Source: an optimization exercise on an open RTL-to-GDS flow (aim: small area). Production flows keep margins and buffers that such runs may drop. The RTL was checked by simulation tests, not by an equivalence proof against the original design. Power is estimated from default activity; no workload was simulated.

==> run a <==
## mc6809i
module mc6809i
#(
    parameter ILLEGAL_INSTRUCTIONS="GHOST"
) 
(
    input   clk,
    input   [7:0]  D,
    output  [7:0]  DOut,
    output  [15:0] ADDR,
    output  RnW,
    output  BS,
    output  BA,
    input   nIRQ,
    input   nFIRQ,
    input   nNMI,
    output  AVMA,
    output  BUSY,
    output  LIC,
    input   nHALT,
    input   nRESET,
    input   nDMABREQ
);
clock: 15.0 ns
lec_check: 0
cap_margin: 20
core_margin: 2
core_utilization: 40
place_density: 0.55
slew_margin: 20
standard.sh (not shown) runs the stock make flow with config.mk's settings and CLKGATE_MAP_FILE= SYNTH_SCRIPT=/design/flow/synth_recipe.tcl, a recipe that flattens the netlist after the stock synthesis.
==> flow/flow/run.sh <==
#!/bin/bash
# Own flow: the standard layout (standard.sh) with two changes.
#  - Synthesis (synth_area.tcl): the standard synthesis script, except that adders are
#    not pre-mapped to full/half-adder cells and ABC maps with an area-oriented script
#    (area.abc) instead of ORFS's abc_*.script. Only the combinational mapping changes;
#    the registers (names, count, cell types) are the standard synthesis's.
#  - The port buffers that placement inserts on every input and output are buf_1.
# Each step's full tool output is in orfs/logs/; make's output in synth.log and layout.log.
set -euo pipefail
W=$(pwd)
export AREA_ABC_SCRIPT=$W/flow/area.abc
export BUFFER_PORTS_ARGS="-buffer_cell sky130_fd_sc_hd__buf_1"
sed "s#SYNTH_SCRIPT=[^ ]*#SYNTH_SCRIPT=$W/flow/synth_area.tcl #" standard.sh > area_standard.sh
grep -q "synth_area.tcl" area_standard.sh
bash area_standard.sh synth > synth.log 2>&1
bash standard.sh > layout.log 2>&1
test -f out/final.def
==> flow/flow/area.abc <==
strash
ifraig
scorr
dc2
dretime
strash
ifraig
dc2
strash
&get -n
&dch -f
&nf -R 1000 -E 100 -p -F 8 -C 32
&put
strash
ifraig
dc2
strash
&get -n
&dch -f
&nf -R 1000 -E 100 -p -F 8 -C 32
&put
strash
ifraig
dc2
strash
&get -n
&dch -f
&nf -R 1000 -E 100 -p -F 8 -C 32
&put
strash
ifraig
dc2
strash
&get -n
&dch -f
&nf -R 1000 -E 100 -p -F 8 -C 32
&put
strash
ifraig
dc2
strash
&get -n
&dch -f
&nf -R 1000 -E 100 -p -F 8 -C 32
&put
strash
ifraig
dc2
strash
&get -n
&dch -f
&nf -R 1000 -E 100 -p -F 8 -C 32
&put
strash
ifraig
dc2
strash
&get -n
&dch -f
&nf -R 1000 -E 100 -p -F 8 -C 32
&put
strash
ifraig
dc2
strash
&get -n
&dch -f
&nf -R 1000 -E 100 -p -F 8 -C 32
&put
strash
ifraig
dc2
strash
&get -n
&dch -f
&nf -R 1000 -E 100 -p -F 8 -C 32
&put
strash
ifraig
dc2
strash
&get -n
&dch -f
&nf -R 1000 -E 100 -p -F 8 -C 32
&put
strash
ifraig
dc2
strash
&get -n
&dch -f
&nf -R 1000 -E 100 -p -F 8 -C 32
&put
strash
ifraig
dc2
strash
&get -n
&dch -f
&nf -R 1000 -E 100 -p -F 8 -C 32
&put
==> flow/flow/synth_area.tcl <==
# The standard synthesis (synth_recipe.tcl), with two changes to the combinational
# mapping only: adders are left to ABC instead of being pre-mapped to full/half-adder
# cells (ADDER_MAP_FILE unset), and ABC runs an area-oriented script (flow/area.abc)
# in place of ORFS's abc_*.script. Registers come from the steps before ABC, so they
# are the standard synthesis's.
proc synth {args} { yosys synth -nofsm -noshare {*}$args }
proc abc {args} {
  set i [lsearch -exact $args -script]
  if {$i >= 0} {
    lset args [expr {$i + 1}] $::env(AREA_ABC_SCRIPT)
  }
  yosys abc {*}$args
}
unset -nocomplain ::env(ADDER_MAP_FILE)
source $::env(SCRIPTS_DIR)/synth.tcl
# left out here: clear keep_hierarchy, flatten, clean up, hide names made inside functions, write 1_2_yosys.v
==> run b: changes against run a <==
--- a/flow/design.v
+++ b/flow/design.v
@@ -1312,17 +1312,17 @@
     inc_dec = 1'b0;
     inc_two = 1'b0;
     sp_u = 1'b0;
     wcode = 4'hF;
     whi = 1'b0;
     wlo = 1'b0;
     wsrc = WS_R16;
     ALU_OP = ALU8Op;
-    ALU_A  = R16[7:0];
+    ALU_A  = IsTargetRegA ? a : b;
     ALU_B  = D;
     ALU_CC = cc;
     pc_inc = 1'b0;
     pc_ldadd = 1'b0;
     pc_ldea = 1'b0;
     sp_upd = 1'b0;
     cc_alu8 = 1'b0;
     cc_alu16 = 1'b0;
@@ -1437,17 +1437,16 @@
                 InstPage3_nxt = 1'b1;
             CpuState_nxt = CPUSTATE_FETCH_I1V2;
         end
         else
             CpuState_nxt = CPUSTATE_FETCH_I2;
     end
     CPUSTATE_FETCH_I2:
     begin
-        rcode = IsTargetRegA ? 4'h8 : 4'h9;       
         addr_nxt = inc_in;
         pc_inc = 1'b1;
         Inst2_nxt = D;
         CpuState_nxt = CPUSTATE_FETCH_I1;
         case (AddrModeType)
             TYPE_INDEXED:
                 CpuState_nxt = CPUSTATE_INDEXED_BASE;
             TYPE_EXTENDED:
@@ -1465,17 +1464,17 @@
             begin
                 if (IsOneByteInstruction(Inst1))
                     pc_inc = 1'b0;
                 if (Inst1 == OPCODE_INH_NOP)
                     rLIC = 1'b1;
                 else if (Inst1 == OPCODE_INH_DAA)
                 begin
                     ALU_OP = ALUOP_ADD;
-                    rcode = 4'h8;
+                    ALU_A = a;
                     ALU_B[7:4] = ((cc[CC_C_BIT]) || (a[7:4] > 4'H9) || ((a[7:4] > 4'H8) && (a[3:0] > 4'H9))) ? 4'H6 : 4'H0;
                     ALU_B[3:0] = ((cc[CC_H_BIT]) || (a[3:0] > 4'H9)) ? 4'H6 : 4'H0;
                     wcode = 4'h8; wlo = 1'b1; wsrc = WS_ALU;
                     cc_nxt[CC_C_BIT] = cc[CC_C_BIT] | alu_sum[8];
                     cc_nxt[CC_N_BIT] = ALU[7];
                     cc_nxt[CC_Z_BIT] = (ALU[7:0] == 8'H00);
                     rLIC = 1'b1;
                 end
@@ -1500,17 +1499,17 @@
                     CpuState_nxt = CPUSTATE_PUL_ACTION;
                     NextState_nxt = NS_FETCH_I1;
                 end
                 else if (Inst1 == OPCODE_INH_SWI)
                     CpuState_nxt = CPUSTATE_SWI_START;
                 else if (Inst1 == OPCODE_INH_CWAI)
                 begin
                     ALU_OP = ALUOP_AND;
-                    rcode = 4'hA;
+                    ALU_A = cc;
                     wcode = 4'hA; wlo = 1'b1; wsrc = WS_ALU;
                     CpuState_nxt = CPUSTATE_CWAI;
                 end
                 else if (Inst1 == OPCODE_INH_SEX)
                 begin
                     wcode = 4'h8; wlo = 1'b1; wsrc = WS_SEX;
                     rLIC = 1'b1;
                 end
@@ -1535,39 +1534,39 @@
             end
             TYPE_IMMEDIATE:
             begin
                 if (IsSpecialImmediate)
                 begin
                     if (Inst1 == OPCODE_IMM_ANDCC)
                     begin
                         ALU_OP = ALUOP_AND;
-                        rcode = 4'hA;
+                        ALU_A = cc;
                         wcode = 4'hA; wlo = 1'b1; wsrc = WS_ALU;
                         CpuState_nxt = CPUSTATE_CC_DONTCARE;
                     end
                     else if (Inst1 == OPCODE_IMM_ORCC)
                     begin
                         ALU_OP = ALUOP_OR;
-                        rcode = 4'hA;
+                        ALU_A = cc;
                         wcode = 4'hA; wlo = 1'b1; wsrc = WS_ALU;
                         CpuState_nxt = CPUSTATE_CC_DONTCARE;
                     end
                     else if ((Inst1 == OPCODE_IMM_PSHS) | (Inst1 == OPCODE_IMM_PSHU))
                     begin
                         tmp_nxt = {1'b0, Inst1[1], 6'H00, D};
                         rAVMA = 1'b0;
                         CpuState_nxt = CPUSTATE_PSH_DONTCARE1;
                         NextState_nxt = NS_FETCH_I1;
                     end
                     else if ((Inst1 == OPCODE_IMM_PULS) | (Inst1 == OPCODE_IMM_PULU))
                     begin
                         tmp_nxt = {1'b0, Inst1[1], 6'H00, D};
                         rAVMA = 1'b0;
-                        CpuState_nxt = CPUSTATE_PSH_DONTCARE1;
+                        CpuState_nxt = CPUSTATE_PUL_DONTCARE1;
                         NextState_nxt = NS_FETCH_I1;
                     end
                     else if (Inst1 == OPCODE_IMM_TFR)
                     begin
                         tfr_window = 1'b1;
                         rAVMA = 1'b0;
                         CpuState_nxt = CPUSTATE_TFR_DONTCARE1;
                     end
@@ -1802,31 +1801,31 @@
         end
         else
             CpuState_nxt = CPUSTATE_ALU_EA;
     end
     CPUSTATE_ALU_EA:
     begin
         if (IsALU8Set1(Inst1))
         begin
-            rcode = IsTargetRegA ? 4'h8 : 4'h9;
             inc_sel = INC_EA; addr_nxt = inc_in;
             cc_alu8 = 1'b1;
             if (ALU8Writeback)
             begin
                 wcode = IsTargetRegA ? 4'h8 : 4'h9; wlo = 1'b1; wsrc = WS_ALU;
             end
             rLIC = 1'b1;
             CpuState_nxt = CPUSTATE_FETCH_I1;
         end
         else if (IsStore8)
         begin
             inc_sel = INC_EA; addr_nxt = inc_in;
             RnWOut = 1'b0;
-            ALU_OP = ALUOP_TST;          
+            ALU_OP = ALUOP_LD;
+            ALU_B = Store8RegisterNum ? b : a;
             rcode = Store8RegisterNum ? 4'h9 : 4'h8;
             cc_alu8 = 1'b1;
             rLIC = 1'b1;
             CpuState_nxt = CPUSTATE_FETCH_I1;
         end
         else if (IsALU16Opcode & (ALU16Opcode == ALUOP16_LD))
         begin
             inc_sel = INC_EA; addr_nxt = inc_in;
@@ -1852,17 +1851,17 @@
         else if (IsALU8Set0(Inst1))
         begin
             inc_sel = INC_EA; addr_nxt = inc_in;
             ALU_A = D;
             tmp_nxt[7:0] = ALU[7:0];
             cc_alu8 = 1'b1;
             rAVMA = 1'b0;
             if (ALU8Op == ALUOP_TST)
-                CpuState_nxt = CPUSTATE_TFR_DONTCARE3;
+                CpuState_nxt = CPUSTATE_TST_DONTCARE1;
             else
             begin
                 rBUSY = 1'b1;
                 CpuState_nxt = CPUSTATE_ALU_DONTCARE;
             end
         end
         else if (IsALU16Opcode && (ALU16Opcode != ALUOP16_LD) && ((Inst1 < 8'H30) || (Inst1 > 8'H33)))
         begin
@@ -2107,38 +2106,41 @@
     end
     CPUSTATE_MUL_ACTION:
     begin
         rAVMA = 1'b0;
         rtmp = 1'b1;
         if (ea[15:8] != 8'H00)
         begin
             ALU_OP = ALUOP_ADD;
+            ALU_A = tmp[7:0];
             ALU_B = b[0] ? a : 8'H00;
             tmp_nxt[7:0] = alu_sum[8:1];
             ea_nxt[15:8] = {1'b0, ea[15:9]};
             wcode = 4'h9; wlo = 1'b1; wsrc = WS_MUL;
         end
         else
         begin
             wcode = 4'h8; wlo = 1'b1; wsrc = WS_R16;
             cc_nxt[CC_Z_BIT] = ({tmp[7:0], b} == 16'H0000);
             cc_nxt[CC_C_BIT] = b[7];
             rLIC = 1'b1;
             rAVMA = 1'b1;
             CpuState_nxt = CPUSTATE_FETCH_I1;
         end
     end
-    CPUSTATE_PSH_DONTCARE1:              
+    CPUSTATE_PSH_DONTCARE1, CPUSTATE_PUL_DONTCARE1:
     begin
         rAVMA = 1'b0;
-        CpuState_nxt = CPUSTATE_PSH_DONTCARE2;
+        CpuState_nxt = (CpuState == CPUSTATE_PSH_DONTCARE1) ? CPUSTATE_PSH_DONTCARE2 : CPUSTATE_PUL_DONTCARE2;
     end
     CPUSTATE_PSH_DONTCARE2:
-        CpuState_nxt = Inst1[0] ? CPUSTATE_PUL_ACTION : CPUSTATE_PSH_DONTCARE3;
+        CpuState_nxt = CPUSTATE_PSH_DONTCARE3;
+    CPUSTATE_PUL_DONTCARE2:
+        CpuState_nxt = CPUSTATE_PUL_ACTION;
     CPUSTATE_PSH_DONTCARE3:
     begin
         sp_u = stk_u;
         inc_sel = INC_SP;
         addr_nxt = inc_in;
         CpuState_nxt = CPUSTATE_PSH_ACTION;
     end
     CPUSTATE_PSH_ACTION:
@@ -2297,16 +2299,21 @@
         CpuState_nxt = CPUSTATE_TFR_DONTCARE4;
     end
     CPUSTATE_CC_DONTCARE:
     begin
         addr_nxt = inc_in;
         rLIC = 1'b1;
         CpuState_nxt = CPUSTATE_FETCH_I1;
     end
+    CPUSTATE_TST_DONTCARE1:
+    begin
+        rAVMA = 1'b0;
+        CpuState_nxt = CPUSTATE_TFR_DONTCARE4;
+    end
     CPUSTATE_SYNC:
     begin
         BA_nxt = 1'b1;
         rLIC = 1'b1;
         rAVMA = 1'b0;
         if (~(NMILatched & FIRQLatched & IRQLatched))
             CpuState_nxt = CPUSTATE_SYNC_EXIT;
     end
@@ -2339,18 +2346,20 @@
     end
     CPUSTATE_CWAI:
     begin
         addr_nxt = inc_in;
         cc_nxt[CC_E_BIT] = 1'b1;
         tmp_nxt = 16'H00FF;
         NextState_nxt = NS_CWAI_POST;
         rAVMA = 1'b0;
-        CpuState_nxt = CPUSTATE_IRQ_DONTCARE;
+        CpuState_nxt = CPUSTATE_CWAI_DONTCARE1;
     end
+    CPUSTATE_CWAI_DONTCARE1:
+        CpuState_nxt = CPUSTATE_PSH_ACTION;
     CPUSTATE_CWAI_POST:
     begin
         rAVMA = 1'b0;
         if (NMILatched == 0)
         begin
             rAVMA = 1'b1;
             IntType_nxt = INTTYPE_NMI;
             cc_nxt[CC_F_BIT] = 1'b1;
==> flow/flow/run.sh (replaced) <==
#!/bin/bash
# Own flow: the standard layout (standard.sh) with two changes:
#  - synthesis maps with an area-oriented ABC script (synth_area.tcl, area.abc);
#    everything before ABC, and so every register, is the standard synthesis's;
#  - the port buffers that placement inserts on every input and output are buf_1.
# Each step's full tool output is in orfs/logs/; make's output in synth.log and layout.log.
set -euo pipefail
W=$(pwd)
export AREA_ABC_SCRIPT=$W/flow/area.abc
export BUFFER_PORTS_ARGS="-buffer_cell sky130_fd_sc_hd__buf_1"
sed "s#SYNTH_SCRIPT=[^ ]*#SYNTH_SCRIPT=$W/flow/synth_area.tcl #" standard.sh > area_standard.sh
grep -q "synth_area.tcl" area_standard.sh
bash area_standard.sh synth > synth.log 2>&1
bash standard.sh > layout.log 2>&1
test -f out/final.def
==> flow/flow/area.abc (replaced) <==
strash
ifraig
scorr
dc2
dretime
strash
ifraig
dc2
strash
&get -n
&dch -f
&nf -R 1000
&put
strash
ifraig
dc2
strash
&get -n
&dch -f
&nf -R 1000
&put
strash
ifraig
dc2
strash
&get -n
&dch -f
&nf -R 1000
&put
strash
ifraig
dc2
strash
&get -n
&dch -f
&nf -R 1000
&put
strash
ifraig
dc2
strash
&get -n
&dch -f
&nf -R 1000
&put
==> flow/flow/synth_area.tcl (replaced) <==
# The standard synthesis (synth_recipe.tcl), with one change: the technology mapping runs
# an area-oriented ABC script (flow/area.abc) in place of ORFS's abc_*.script.
# Registers come from the steps before ABC, so they are the standard synthesis's.
proc synth {args} { yosys synth -nofsm -noshare {*}$args }
proc abc {args} {
  set i [lsearch -exact $args -script]
  if {$i >= 0} {
    lset args [expr {$i + 1}] $::env(AREA_ABC_SCRIPT)
  }
  yosys abc {*}$args
}
source $::env(SCRIPTS_DIR)/synth.tcl
# left out here: clear keep_hierarchy, flatten, clean up, hide names made inside functions, write 1_2_yosys.v
Settings changed: GPL_TIMING_DRIVEN set to 0.
==> run c: changes against run a <==
--- a/flow/design.v
+++ b/flow/design.v
@@ -1312,17 +1312,17 @@
     inc_dec = 1'b0;
     inc_two = 1'b0;
     sp_u = 1'b0;
     wcode = 4'hF;
     whi = 1'b0;
     wlo = 1'b0;
     wsrc = WS_R16;
     ALU_OP = ALU8Op;
-    ALU_A  = R16[7:0];
+    ALU_A  = IsTargetRegA ? a : b;
     ALU_B  = D;
     ALU_CC = cc;
     pc_inc = 1'b0;
     pc_ldadd = 1'b0;
     pc_ldea = 1'b0;
     sp_upd = 1'b0;
     cc_alu8 = 1'b0;
     cc_alu16 = 1'b0;
@@ -1437,17 +1437,16 @@
                 InstPage3_nxt = 1'b1;
             CpuState_nxt = CPUSTATE_FETCH_I1V2;
         end
         else
             CpuState_nxt = CPUSTATE_FETCH_I2;
     end
     CPUSTATE_FETCH_I2:
     begin
-        rcode = IsTargetRegA ? 4'h8 : 4'h9;       
         addr_nxt = inc_in;
         pc_inc = 1'b1;
         Inst2_nxt = D;
         CpuState_nxt = CPUSTATE_FETCH_I1;
         case (AddrModeType)
             TYPE_INDEXED:
                 CpuState_nxt = CPUSTATE_INDEXED_BASE;
             TYPE_EXTENDED:
@@ -1465,17 +1464,17 @@
             begin
                 if (IsOneByteInstruction(Inst1))
                     pc_inc = 1'b0;
                 if (Inst1 == OPCODE_INH_NOP)
                     rLIC = 1'b1;
                 else if (Inst1 == OPCODE_INH_DAA)
                 begin
                     ALU_OP = ALUOP_ADD;
-                    rcode = 4'h8;
+                    ALU_A = a;
                     ALU_B[7:4] = ((cc[CC_C_BIT]) || (a[7:4] > 4'H9) || ((a[7:4] > 4'H8) && (a[3:0] > 4'H9))) ? 4'H6 : 4'H0;
                     ALU_B[3:0] = ((cc[CC_H_BIT]) || (a[3:0] > 4'H9)) ? 4'H6 : 4'H0;
                     wcode = 4'h8; wlo = 1'b1; wsrc = WS_ALU;
                     cc_nxt[CC_C_BIT] = cc[CC_C_BIT] | alu_sum[8];
                     cc_nxt[CC_N_BIT] = ALU[7];
                     cc_nxt[CC_Z_BIT] = (ALU[7:0] == 8'H00);
                     rLIC = 1'b1;
                 end
@@ -1500,17 +1499,17 @@
                     CpuState_nxt = CPUSTATE_PUL_ACTION;
                     NextState_nxt = NS_FETCH_I1;
                 end
                 else if (Inst1 == OPCODE_INH_SWI)
                     CpuState_nxt = CPUSTATE_SWI_START;
                 else if (Inst1 == OPCODE_INH_CWAI)
                 begin
                     ALU_OP = ALUOP_AND;
-                    rcode = 4'hA;
+                    ALU_A = cc;
                     wcode = 4'hA; wlo = 1'b1; wsrc = WS_ALU;
                     CpuState_nxt = CPUSTATE_CWAI;
                 end
                 else if (Inst1 == OPCODE_INH_SEX)
                 begin
                     wcode = 4'h8; wlo = 1'b1; wsrc = WS_SEX;
                     rLIC = 1'b1;
                 end
@@ -1535,39 +1534,39 @@
             end
             TYPE_IMMEDIATE:
             begin
                 if (IsSpecialImmediate)
                 begin
                     if (Inst1 == OPCODE_IMM_ANDCC)
                     begin
                         ALU_OP = ALUOP_AND;
-                        rcode = 4'hA;
+                        ALU_A = cc;
                         wcode = 4'hA; wlo = 1'b1; wsrc = WS_ALU;
                         CpuState_nxt = CPUSTATE_CC_DONTCARE;
                     end
                     else if (Inst1 == OPCODE_IMM_ORCC)
                     begin
                         ALU_OP = ALUOP_OR;
-                        rcode = 4'hA;
+                        ALU_A = cc;
                         wcode = 4'hA; wlo = 1'b1; wsrc = WS_ALU;
                         CpuState_nxt = CPUSTATE_CC_DONTCARE;
                     end
                     else if ((Inst1 == OPCODE_IMM_PSHS) | (Inst1 == OPCODE_IMM_PSHU))
                     begin
                         tmp_nxt = {1'b0, Inst1[1], 6'H00, D};
                         rAVMA = 1'b0;
                         CpuState_nxt = CPUSTATE_PSH_DONTCARE1;
                         NextState_nxt = NS_FETCH_I1;
                     end
                     else if ((Inst1 == OPCODE_IMM_PULS) | (Inst1 == OPCODE_IMM_PULU))
                     begin
                         tmp_nxt = {1'b0, Inst1[1], 6'H00, D};
                         rAVMA = 1'b0;
-                        CpuState_nxt = CPUSTATE_PSH_DONTCARE1;
+                        CpuState_nxt = CPUSTATE_PUL_DONTCARE1;
                         NextState_nxt = NS_FETCH_I1;
                     end
                     else if (Inst1 == OPCODE_IMM_TFR)
                     begin
                         tfr_window = 1'b1;
                         rAVMA = 1'b0;
                         CpuState_nxt = CPUSTATE_TFR_DONTCARE1;
                     end
@@ -1802,31 +1801,31 @@
         end
         else
             CpuState_nxt = CPUSTATE_ALU_EA;
     end
     CPUSTATE_ALU_EA:
     begin
         if (IsALU8Set1(Inst1))
         begin
-            rcode = IsTargetRegA ? 4'h8 : 4'h9;
             inc_sel = INC_EA; addr_nxt = inc_in;
             cc_alu8 = 1'b1;
             if (ALU8Writeback)
             begin
                 wcode = IsTargetRegA ? 4'h8 : 4'h9; wlo = 1'b1; wsrc = WS_ALU;
             end
             rLIC = 1'b1;
             CpuState_nxt = CPUSTATE_FETCH_I1;
         end
         else if (IsStore8)
         begin
             inc_sel = INC_EA; addr_nxt = inc_in;
             RnWOut = 1'b0;
-            ALU_OP = ALUOP_TST;          
+            ALU_OP = ALUOP_LD;
+            ALU_B = Store8RegisterNum ? b : a;
             rcode = Store8RegisterNum ? 4'h9 : 4'h8;
             cc_alu8 = 1'b1;
             rLIC = 1'b1;
             CpuState_nxt = CPUSTATE_FETCH_I1;
         end
         else if (IsALU16Opcode & (ALU16Opcode == ALUOP16_LD))
         begin
             inc_sel = INC_EA; addr_nxt = inc_in;
@@ -1852,17 +1851,17 @@
         else if (IsALU8Set0(Inst1))
         begin
             inc_sel = INC_EA; addr_nxt = inc_in;
             ALU_A = D;
             tmp_nxt[7:0] = ALU[7:0];
             cc_alu8 = 1'b1;
             rAVMA = 1'b0;
             if (ALU8Op == ALUOP_TST)
-                CpuState_nxt = CPUSTATE_TFR_DONTCARE3;
+                CpuState_nxt = CPUSTATE_TST_DONTCARE1;
             else
             begin
                 rBUSY = 1'b1;
                 CpuState_nxt = CPUSTATE_ALU_DONTCARE;
             end
         end
         else if (IsALU16Opcode && (ALU16Opcode != ALUOP16_LD) && ((Inst1 < 8'H30) || (Inst1 > 8'H33)))
         begin
@@ -2107,38 +2106,41 @@
     end
     CPUSTATE_MUL_ACTION:
     begin
         rAVMA = 1'b0;
         rtmp = 1'b1;
         if (ea[15:8] != 8'H00)
         begin
             ALU_OP = ALUOP_ADD;
+            ALU_A = tmp[7:0];
             ALU_B = b[0] ? a : 8'H00;
             tmp_nxt[7:0] = alu_sum[8:1];
             ea_nxt[15:8] = {1'b0, ea[15:9]};
             wcode = 4'h9; wlo = 1'b1; wsrc = WS_MUL;
         end
         else
         begin
             wcode = 4'h8; wlo = 1'b1; wsrc = WS_R16;
             cc_nxt[CC_Z_BIT] = ({tmp[7:0], b} == 16'H0000);
             cc_nxt[CC_C_BIT] = b[7];
             rLIC = 1'b1;
             rAVMA = 1'b1;
             CpuState_nxt = CPUSTATE_FETCH_I1;
         end
     end
-    CPUSTATE_PSH_DONTCARE1:              
+    CPUSTATE_PSH_DONTCARE1, CPUSTATE_PUL_DONTCARE1:
     begin
         rAVMA = 1'b0;
-        CpuState_nxt = CPUSTATE_PSH_DONTCARE2;
+        CpuState_nxt = (CpuState == CPUSTATE_PSH_DONTCARE1) ? CPUSTATE_PSH_DONTCARE2 : CPUSTATE_PUL_DONTCARE2;
     end
     CPUSTATE_PSH_DONTCARE2:
-        CpuState_nxt = Inst1[0] ? CPUSTATE_PUL_ACTION : CPUSTATE_PSH_DONTCARE3;
+        CpuState_nxt = CPUSTATE_PSH_DONTCARE3;
+    CPUSTATE_PUL_DONTCARE2:
+        CpuState_nxt = CPUSTATE_PUL_ACTION;
     CPUSTATE_PSH_DONTCARE3:
     begin
         sp_u = stk_u;
         inc_sel = INC_SP;
         addr_nxt = inc_in;
         CpuState_nxt = CPUSTATE_PSH_ACTION;
     end
     CPUSTATE_PSH_ACTION:
@@ -2297,16 +2299,21 @@
         CpuState_nxt = CPUSTATE_TFR_DONTCARE4;
     end
     CPUSTATE_CC_DONTCARE:
     begin
         addr_nxt = inc_in;
         rLIC = 1'b1;
         CpuState_nxt = CPUSTATE_FETCH_I1;
     end
+    CPUSTATE_TST_DONTCARE1:
+    begin
+        rAVMA = 1'b0;
+        CpuState_nxt = CPUSTATE_TFR_DONTCARE4;
+    end
     CPUSTATE_SYNC:
     begin
         BA_nxt = 1'b1;
         rLIC = 1'b1;
         rAVMA = 1'b0;
         if (~(NMILatched & FIRQLatched & IRQLatched))
             CpuState_nxt = CPUSTATE_SYNC_EXIT;
     end
@@ -2339,18 +2346,20 @@
     end
     CPUSTATE_CWAI:
     begin
         addr_nxt = inc_in;
         cc_nxt[CC_E_BIT] = 1'b1;
         tmp_nxt = 16'H00FF;
         NextState_nxt = NS_CWAI_POST;
         rAVMA = 1'b0;
-        CpuState_nxt = CPUSTATE_IRQ_DONTCARE;
+        CpuState_nxt = CPUSTATE_CWAI_DONTCARE1;
     end
+    CPUSTATE_CWAI_DONTCARE1:
+        CpuState_nxt = CPUSTATE_PSH_ACTION;
     CPUSTATE_CWAI_POST:
     begin
         rAVMA = 1'b0;
         if (NMILatched == 0)
         begin
             rAVMA = 1'b1;
             IntType_nxt = INTTYPE_NMI;
             cc_nxt[CC_F_BIT] = 1'b1;
==> flow/flow/run.sh (replaced) <==
#!/bin/bash
# Own flow: the standard layout (standard.sh) with two changes:
#  - synthesis maps with an area-oriented ABC script and no adder pre-mapping
#    (synth_area.tcl, area.abc);
#    everything before ABC, and so every register, is the standard synthesis's;
#  - the port buffers that placement inserts on every input and output are buf_1.
# Each step's full tool output is in orfs/logs/; make's output in synth.log and layout.log.
set -euo pipefail
W=$(pwd)
export AREA_ABC_SCRIPT=$W/flow/area.abc
export BUFFER_PORTS_ARGS="-buffer_cell sky130_fd_sc_hd__buf_1"
sed "s#SYNTH_SCRIPT=[^ ]*#SYNTH_SCRIPT=$W/flow/synth_area.tcl #" standard.sh > area_standard.sh
grep -q "synth_area.tcl" area_standard.sh
bash area_standard.sh synth > synth.log 2>&1
bash standard.sh > layout.log 2>&1
test -f out/final.def
==> flow/flow/area.abc (replaced) <==
strash
ifraig
scorr
dc2
dretime
strash
ifraig
dc2
strash
&get -n
&dch -f
&nf -R 1000
&put
strash
ifraig
dc2
strash
&get -n
&dch -f
&nf -R 1000
&put
strash
ifraig
dc2
strash
&get -n
&dch -f
&nf -R 1000
&put
strash
ifraig
dc2
strash
&get -n
&dch -f
&nf -R 1000
&put
strash
ifraig
dc2
strash
&get -n
&dch -f
&nf -R 1000
&put
Settings changed: GPL_TIMING_DRIVEN set to 0.
==> run d: changes against run a <==
Settings changed: GPL_TIMING_DRIVEN set to 0.
==> metrics.csv <==
metric;value;unit
status;no timing/DRC/antenna violations;
origin of the worst min-delay path;DMABREQSample;
crit-path max FO;22;
most frequent cells in the layout;nand2_1, nor2_1, a21oi_1, o21ai_0, dfxtp_1;
syn_area_per_cell;7.05;sq um
clock skew;0.0159;ns
Max stage delay cell, worst path;a41oi_1;
PwrDens;225;nW/um^2
Crit Path Class;flop to flop;
fraction of area in multi-input gates;67.1;%
highest cell delay on the worst timing path;1.05;ns
R2R setup slack;0.58;ns
Non-clock buffer share;2.22;%
Clk power;0.000507;W
Sw Ratio;61.7;%
post-DP HPWL;76.8;mm
post-synthesis compound-gate area fraction;38.6;%
sequential share of power;19.4;%
synthesized-area fraction occupied by adder cells;0.560;%
Source of the figures above: run d

==> metrics.csv <==
metric;value;unit
synthesized-area fraction occupied by adder cells;5.18;%
status;no timing/DRC/antenna violations;
crit-path max FO;17;
fraction of area in multi-input gates;68.8;%
post-synthesis compound-gate area fraction;35.5;%
R2R setup slack;2.90;ns
syn_area_per_cell;6.81;sq um
Sw Ratio;60.8;%
highest cell delay on the worst timing path;0.97;ns
post-DP HPWL;89.4;mm
sequential share of power;20.4;%
PwrDens;197;nW/um^2
Source of the figures above: run b

==> metrics.csv <==
metric;value;unit
syn_area_per_cell;6.70;sq um
origin of the worst min-delay path;FIRQSample;
Sw Ratio;62.5;%
R2R setup slack;1.82;ns
post-synthesis compound-gate area fraction;36.6;%
post-DP HPWL;82.2;mm
largest net degree at the start of global routing;70;
Clk power;0.000478;W
most frequent cells in the layout;nand2_1, nor2_1, a21oi_1, o21ai_0, dfxtp_1;
fraction of area in multi-input gates;68.9;%
status;no timing/DRC/antenna violations;
PwrDens;231;nW/um^2
sequential share of power;20.5;%
highest cell delay on the worst timing path;0.99;ns
crit-path max FO;22;
Non-clock buffer share;2.17;%
Crit Path Class;flop to primary output;
Worst-Margin Slew;1.25;ns
Max stage delay cell, worst path;nor3_1;
Source of the figures above: run c

==> metrics.csv <==
metric;value;unit
Clk power;0.000509;W
Sw Ratio;60.3;%
post-DP HPWL;78.0;mm
sequential share of power;18.4;%
Non-clock buffer share;4.91;%
fraction of area in multi-input gates;64.9;%
synthesized-area fraction occupied by adder cells;0.560;%
Max stage delay cell, worst path;nor2b_1;
Crit Path Class;flop to primary output;
end point of the worst hold path;FIRQSample2;
clock skew;0.0244;ns
Max Cap Viol;0;
PwrDens;223;nW/um^2
post-synthesis compound-gate area fraction;38.6;%
Final clock-cell share;3.52;%
status;no timing/DRC/antenna violations;
R2R setup slack;2.49;ns
Nets;2455;
syn_area_per_cell;7.05;sq um
most frequent cells in the layout;nand2_1, nor2_1, a21oi_1, o21ai_0, dfxtp_1;
highest cell delay on the worst timing path;0.85;ns
Source of the figures above: run a

## re-timing with driven ports
The flow's constraints put no driver on any port. The routed layouts listed below were extracted and timed again, unchanged, in two steps. Step 1: set_driving_cell puts a clkbuf_16 on clk and a buf_2 on each other input, an assumption about the parent block. Step 2 adds t to the input delays and takes it off the output delays; t is the mean of the earliest and latest rising clock arrival at the registers after step 1. Input paths then give back, and output paths get back, about the clock's delay inside the block. a / b / c = no drivers / after step 1 / after step 2; a / b = the first two.
run	t, ns	slack for setup (ns)	worst register clock-pin slew, ns
run a	0.572	1.566 / 1.506 / 2.078	0.10 / 0.10
run b	0.578	2.366 / 2.301 / 2.879	0.09 / 0.09
run c	0.565	1.713 / 1.654 / 1.822	0.10 / 0.10
run d	0.544	0.582 / 0.582 / 0.582	0.09 / 0.09
After both steps every run listed still meets setup and hold.
